What follows belongs to an exercise in optimizing a design on an open flow for small area and a short achievable clock period; a production flow would make more cautious choices.
Where RTL was checked, it was by simulation tests only, not by an equivalence proof against the original.
Power is estimated from default activity; no workload was simulated.

Design t2c_maze_explorer, start of the top module:
module t2c_maze_explorer (
    input clk,
    input rst_n,
    input left,
    mid,
    right,   
    output reg [2:0] move
);
  reg [1:0] st;         
  reg [3:0] x_pos, y_pos;
  reg [1:0] dirn;       
  reg flag2;
  reg cm;               
  reg bm;               
  reg pm;               
  reg mN, mE, mS, mW;   
  wire [80:0] mark;     
  wire idle = ~st[1] & ~st[0];
  wire decide = st[1] & ~st[0];
  wire [15:0] xa, ya;   
  genvar gi, gj;
  generate
    for (gi = 0; gi < 16; gi = gi + 1) begin : g_dec
      assign xa[gi] = (x_pos == gi);
      assign ya[gi] = (y_pos == gi);
    end
  endgenerate
  wire [8:0] xh = xa[8:0], yh = ya[8:0];
  wire [8:0] col_y;     
  wire [8:0] row_x;     
  generate
    for (gi = 0; gi < 9; gi = gi + 1) begin : g_pl
      wire [8:0] a, b;
      for (gj = 0; gj < 9; gj = gj + 1) begin : g_t
        assign a[gj] = mark[gi*9+gj] & yh[gj];
        assign b[gj] = mark[gj*9+gi] & xh[gj];
      end
      assign col_y[gi] = |a;
      assign row_x[gi] = |b;
    end
  endgenerate
  wire x_out = |xa[15:9];
  wire y_out = |ya[15:9];
  always @(posedge clk) begin
    mE <= y_out | (|(col_y[8:1] & xa[7:0])) | (|xa[14:8]) | (xa[15] & col_y[0]);
    mW <= y_out | (|(col_y[8:0] & xa[9:1])) | xa[0] | (|xa[15:10]);
    mS <= x_out | (|(row_x[8:1] & ya[7:0])) | (|ya[14:8]) | (ya[15] & row_x[0]);
    mN <= x_out | (|(row_x[8:0] & ya[9:1])) | ya[0] | (|ya[15:10]);
  end
  wire [3:0] dh = {dirn == 2'd3, dirn == 2'd2, dirn == 2'd1, dirn == 2'd0};
  wire mL = dh[0] & mW | dh[1] & mN | dh[2] & mE | dh[3] & mS;
  ...
Size: roughly 540 cells after synthesis, ~8 I/O pins, roughly 0.0048 mm² of cells after synthesis.
clock: 9.0 ns
lec_check: 0
cap_margin: 20
core_margin: 2
core_utilization: 55
slew_margin: 20
standard.sh (not shown) runs the stock make flow with config.mk's settings and CLKGATE_MAP_FILE= SYNTH_SCRIPT=/design/flow/synth_recipe.tcl, a recipe that flattens the netlist after the stock synthesis.
==> flow/flow/run.sh <==
#!/bin/bash
# Own layout flow: the standard flow, except that the synthesised netlist
# comes from the same synthesis script with different ABC mapping (see
# flow/mysynth.tcl and flow/settings.sh) and without the adder-cell mapping.
# Registers (names and cell types) are those of the standard synthesis; this
# is checked below, and the standard netlist is used if they differ.
set -euo pipefail
W=$PWD
F=$W/flow
R=$W/orfs/results/$FLOW_PLATFORM/t2c_maze_explorer/base
source $F/settings.sh

bash standard.sh synth > $W/log_std_synth.txt 2>&1
cp $R/1_2_yosys.v $W/std_1_2_yosys.v

# 2. own synthesis in a separate ORFS work folder
make -C $FLOW_HOME DESIGN_CONFIG=$W/config.mk WORK_HOME=$W/own \
  CLKGATE_MAP_FILE= SYNTH_SCRIPT=$F/mysynth.tcl synth > $W/log_own_synth.txt 2>&1
OWN=$W/own/results/$FLOW_PLATFORM/t2c_maze_explorer/base/1_2_yosys.v

regs() { grep -E '^ *sky130_fd_sc_hd__(df|ed|sd)[a-z]*_[0-9]+ ' "$1" | awk '{print $1, $2}' | sed 's/_[0-9]* / /' | sort; }
regs $R/1_2_yosys.v > $W/regs_std.txt
regs $OWN > $W/regs_own.txt
if cmp -s $W/regs_std.txt $W/regs_own.txt; then
  cp $OWN $R/1_2_yosys.v
  echo "own synthesis used" > $W/log_synth_choice.txt
else
  echo "register mismatch; keeping the standard synthesis" > $W/log_synth_choice.txt
fi

# 3. the rest of the standard flow on that netlist
export SETUP_SLACK_MARGIN=$FLOW_SETUP_MARGIN
bash standard.sh > $W/log_flow.txt 2>&1
Other scripts of this flow, unchanged in this note and not shown: flow/flow/area.abc, flow/flow/mysynth.tcl, flow/flow/settings.sh
Change:
--- a/flow/design.v
+++ b/flow/design.v
@@ -4,23 +4,22 @@
     input [3:0] dh,            
     input decide,              
     input at40,                
     input sp,                  
     input pm, cm, bm,          
     input [1:0] dirn, dL, dR, dU,        
     input [3:0] xp, xm, yp, ym,          
-    input [8:0] wra,                     
-    input [8:0] wrb,                     
+    input [8:0] xh,                      
     output go,                           
     output [2:0] move_n,
     output [1:0] dirn_n,
     output ex, ey,                       
     output [3:0] x_n, y_n,
     output pm_n, bm_n, cm_n,
-    output [8:0] wr_n                    
+    output [8:0] wr                      
 );
   wire fL = ~left & ~mL;
   wire fF = ~mid & ~mF;
   wire fR = ~right & ~mR;
   wire nof = ~(fL | fF | fR);
   wire block = (fL & ~fF & ~fR) | (~fL & fF & ~fR) | (~fL & ~fF & fR);
   wire uf = sp & ((left & mid & ~right) | (left & ~mid & right) | (~left & mid & right));
@@ -42,15 +41,15 @@
   assign ex = ~holdx;
   assign ey = ~holdy;
   assign x_n = ({4{selE}} & xp) | ({4{selW}} & xm);
   assign y_n = ({4{selS}} & yp) | ({4{selN}} & ym);
   assign pm_n = cm | wm;
   assign bm_n = cm | wm;
   assign cm_n = sU & bm;
-  assign wr_n = ~((wra & {9{block}}) | (wrb & {9{nof}}));
+  assign wr = xh & {9{wm}};
 endmodule
 module t2c_maze_explorer (
     input clk,
     input rst_n,
     input left,
     mid,
     right,   
@@ -111,45 +110,38 @@
   wire [1:0] dR = {dirn[1] ^ dirn[0], ~dirn[0]};
   wire [1:0] dU = {~dirn[1], dirn[0]};
   wire go, ex, ey;
   wire [2:0] move_n;
   wire [1:0] dirn_n;
   wire [3:0] x_n, y_n;
   wire pm_n, bm_n, cm_n;
-  wire [8:0] wr_n;
-  wire [8:0] wra = xh & {9{decide & pm}};
-  wire [8:0] wrb = xh & {9{decide & ~at40}};
+  wire [8:0] wr;
   t2c_late u_late (
       .left(left), .mid(mid), .right(right), .mL(mL), .mF(mF), .mR(mR), .dh(dh),
       .decide(decide), .at40(at40), .sp(sp), .pm(pm), .cm(cm), .bm(bm),
-      .dirn(dirn), .dL(dL), .dR(dR), .dU(dU), .xp(xp), .xm(xm), .yp(yp), .ym(ym), .wra(wra), .wrb(wrb),
+      .dirn(dirn), .dL(dL), .dR(dR), .dU(dU), .xp(xp), .xm(xm), .yp(yp), .ym(ym), .xh(xh),
       .go(go), .move_n(move_n), .dirn_n(dirn_n), .ex(ex), .ey(ey), .x_n(x_n), .y_n(y_n),
-      .pm_n(pm_n), .bm_n(bm_n), .cm_n(cm_n), .wr_n(wr_n));
+      .pm_n(pm_n), .bm_n(bm_n), .cm_n(cm_n), .wr(wr));
   always @(posedge clk or negedge rst_n) begin
     if (!rst_n) begin
       st <= 2'b00;
       move <= 3'd0;
-    end else begin
-      st <= {st[1] | st[0], ~st[0]};
-      if (go) move <= move_n;
-    end
-  end
-  always @(posedge clk) begin
-    if (idle) begin
       dirn <= 2'd0;
       x_pos <= 4'd4;
       y_pos <= 4'd8;
       flag2 <= 1'b0;
       cm <= 1'b1;
       bm <= 1'b1;
       pm <= 1'b1;
     end else begin
+      st <= {st[1] | st[0], ~st[0]};
       if (decide && at40) flag2 <= 1'b1;
       if (decide) pm <= pm_n;
       if (go) begin
+        move <= move_n;
         dirn <= dirn_n;
         bm <= bm_n;
         cm <= cm_n;
       end
       if (ex) x_pos <= x_n;
       if (ey) y_pos <= y_n;
     end
@@ -157,14 +149,14 @@
   generate
     for (gi = 0; gi < 9; gi = gi + 1) begin : g_wi
       for (gj = 0; gj < 9; gj = gj + 1) begin : g_wj
         if (gi == 4 && gj == 8) begin : g_start
           assign mark[gi*9+gj] = 1'b1;
         end else begin : g_cell
           reg m_n;   
-          always @(posedge clk) m_n <= (m_n | idle) & (wr_n[gi] | ~yh[gj]);
+          always @(posedge clk) m_n <= (m_n | idle) & ~(wr[gi] & yh[gj]);
           assign mark[gi*9+gj] = ~m_n;
         end
       end
     end
   endgenerate
 endmodule
After rerunning: Clock-buffer cell count stays the same. Final cell count grows by 0.41%. Wire length fell by 3.6%. Maximum frequency drops by 0.66%. Design area goes down by 0.65%. Via count came out lower by 3.6%.
Only the layout flow was run in the first run of this note; the RTL was not checked for function there.

---

Starting RTL as in the previous note.
==> flow/config.mk <==
export PLATFORM = sky130hd
export DESIGN_NAME = t2c_maze_explorer
export DESIGN_NICKNAME = t2c_maze_explorer
export VERILOG_FILES = /design/flow/design.v
export SDC_FILE = /design/flow/constraint.sdc
export NUM_CORES = 4
export LEC_CHECK = 0
export CAP_MARGIN = 20
export CORE_MARGIN = 2
export CORE_UTILIZATION = 55
export SLEW_MARGIN = 20
==> flow/constraint.sdc <==
create_clock -name core_clock -period 9.0 [get_ports {clk}]
set_input_delay 1.8000 -clock core_clock [delete_from_list [all_inputs] [get_ports {clk}]]
set_output_delay 1.8000 -clock core_clock [all_outputs]
set_load 0.01 [all_outputs]
Scripts as last shown in full above: flow/flow/run.sh
Other scripts of this flow, unchanged in this note and not shown: flow/flow/area.abc, flow/flow/mysynth.tcl, flow/flow/settings.sh
Edit:
--- a/flow/design.v
+++ b/flow/design.v
@@ -1,29 +1,28 @@
 module t2c_late (
     input left, mid, right,    
     input mL, mF, mR,          
     input [3:0] dh,            
     input decide,              
     input at40,                
     input sp,                  
     input pm, cm, bm,          
     input [1:0] dirn, dL, dR, dU,        
     input [3:0] xp, xm, yp, ym,          
-    input [8:0] wra,                     
-    input [8:0] wrb,                     
+    input [8:0] xh,                      
     output go,                           
     output [2:0] move_n,
     output [1:0] dirn_n,
     output ex, ey,                       
     output [3:0] x_n, y_n,
     output pm_n, bm_n, cm_n,
-    output [8:0] wr_n                    
+    output [8:0] wr                      
 );
   wire fL = ~left & ~mL;
   wire fF = ~mid & ~mF;
   wire fR = ~right & ~mR;
   wire nof = ~(fL | fF | fR);
   wire block = (fL & ~fF & ~fR) | (~fL & fF & ~fR) | (~fL & ~fF & fR);
   wire uf = sp & ((left & mid & ~right) | (left & ~mid & right) | (~left & mid & right));
   wire sL = decide & ~uf & fL;
   wire sF = decide & ~uf & ~fL & fF;
   wire sR = decide & ~uf & ~fL & ~fF & fR;
@@ -39,21 +38,21 @@
   assign go = ~hold;
   assign move_n = ({3{sL}} & 3'd2) | ({3{sF}} & 3'd1) | ({3{sR}} & 3'd3) | ({3{sU}} & 3'd4);
   assign dirn_n = ({2{sL}} & dL) | ({2{sF}} & dirn) | ({2{sR}} & dR) | ({2{sU}} & dU);
   assign ex = ~holdx;
   assign ey = ~holdy;
   assign x_n = ({4{selE}} & xp) | ({4{selW}} & xm);
   assign y_n = ({4{selS}} & yp) | ({4{selN}} & ym);
   assign pm_n = cm | wm;
   assign bm_n = cm | wm;
   assign cm_n = sU & bm;
-  assign wr_n = ~((wra & {9{block}}) | (wrb & {9{nof}}));
+  assign wr = xh & {9{wm}};
 endmodule
 module t2c_maze_explorer (
     input clk,
     input rst_n,
     input left,
     mid,
     right,   
     output reg [2:0] move
 );
   reg [1:0] st;         
@@ -108,29 +107,27 @@
   wire [3:0] yp = {y_pos[3] ^ (&y_pos[2:0]), y_pos[2] ^ (&y_pos[1:0]), y_pos[1] ^ y_pos[0], ~y_pos[0]};
   wire [3:0] ym = {y_pos[3] ^ ~(|y_pos[2:0]), y_pos[2] ^ ~(|y_pos[1:0]), y_pos[1] ^ ~y_pos[0], ~y_pos[0]};
   wire [1:0] dL = {dirn[1] ^ ~dirn[0], ~dirn[0]};
   wire [1:0] dR = {dirn[1] ^ dirn[0], ~dirn[0]};
   wire [1:0] dU = {~dirn[1], dirn[0]};
   wire go, ex, ey;
   wire [2:0] move_n;
   wire [1:0] dirn_n;
   wire [3:0] x_n, y_n;
   wire pm_n, bm_n, cm_n;
-  wire [8:0] wr_n;
-  wire [8:0] wra = xh & {9{decide & pm}};
-  wire [8:0] wrb = xh & {9{decide & ~at40}};
+  wire [8:0] wr;
   t2c_late u_late (
       .left(left), .mid(mid), .right(right), .mL(mL), .mF(mF), .mR(mR), .dh(dh),
       .decide(decide), .at40(at40), .sp(sp), .pm(pm), .cm(cm), .bm(bm),
-      .dirn(dirn), .dL(dL), .dR(dR), .dU(dU), .xp(xp), .xm(xm), .yp(yp), .ym(ym), .wra(wra), .wrb(wrb),
+      .dirn(dirn), .dL(dL), .dR(dR), .dU(dU), .xp(xp), .xm(xm), .yp(yp), .ym(ym), .xh(xh),
       .go(go), .move_n(move_n), .dirn_n(dirn_n), .ex(ex), .ey(ey), .x_n(x_n), .y_n(y_n),
-      .pm_n(pm_n), .bm_n(bm_n), .cm_n(cm_n), .wr_n(wr_n));
+      .pm_n(pm_n), .bm_n(bm_n), .cm_n(cm_n), .wr(wr));
   always @(posedge clk or negedge rst_n) begin
     if (!rst_n) begin
       st <= 2'b00;
       move <= 3'd0;
     end else begin
       st <= {st[1] | st[0], ~st[0]};
       if (go) move <= move_n;
     end
   end
   always @(posedge clk) begin
@@ -154,17 +151,17 @@
       if (ey) y_pos <= y_n;
     end
   end
   generate
     for (gi = 0; gi < 9; gi = gi + 1) begin : g_wi
       for (gj = 0; gj < 9; gj = gj + 1) begin : g_wj
         if (gi == 4 && gj == 8) begin : g_start
           assign mark[gi*9+gj] = 1'b1;
         end else begin : g_cell
           reg m_n;   
-          always @(posedge clk) m_n <= (m_n | idle) & (wr_n[gi] | ~yh[gj]);
+          always @(posedge clk) m_n <= (m_n | idle) & ~(wr[gi] & yh[gj]);
           assign mark[gi*9+gj] = ~m_n;
         end
       end
     end
   endgenerate
 endmodule
What happened:
- hold slack got worse by 0.019 ns
- power drops by a few percent
- die area fell slightly
- via count went down by a few percent
- non-clock buffer count falls by 9
- final area went down by a few percent
- global-route usage decreases by 1.7 points
No functional check of the RTL was part of the first run of this note.

[re-timing with driven ports]
Ports are ideal in the flow. The routed layouts listed here were re-timed in OpenROAD.
Step 1: set_driving_cell puts a clkbuf_16 on clk and a buf_2 on each other input, an assumption about the parent block.
Step 2 times the ports against the registers' clock, not the clock port: input delays grow and output delays shrink by t, the midpoint of the rising clock arrivals with the driver on.
Slacks: ideal / step 1 / step 2; pairs: ideal / step 1.
run	t, ns	setup slack, ns	worst setup path at the end
the first run of note 1	0.415	5.963 / 5.947 / 5.532	input to register
the second run of note 1	0.408	5.943 / 5.923 / 5.515	input to register
the first run of note 2	0.409	5.874 / 5.878 / 5.469	input to register
the second run of note 2	0.393	5.821 / 5.832 / 5.439	input to register
After both steps setup and hold are still met in every run listed. For the first run of note 1, which loses most, drivers alone change the setup slack by -0.016 ns; drivers and shift together by -0.431 ns.
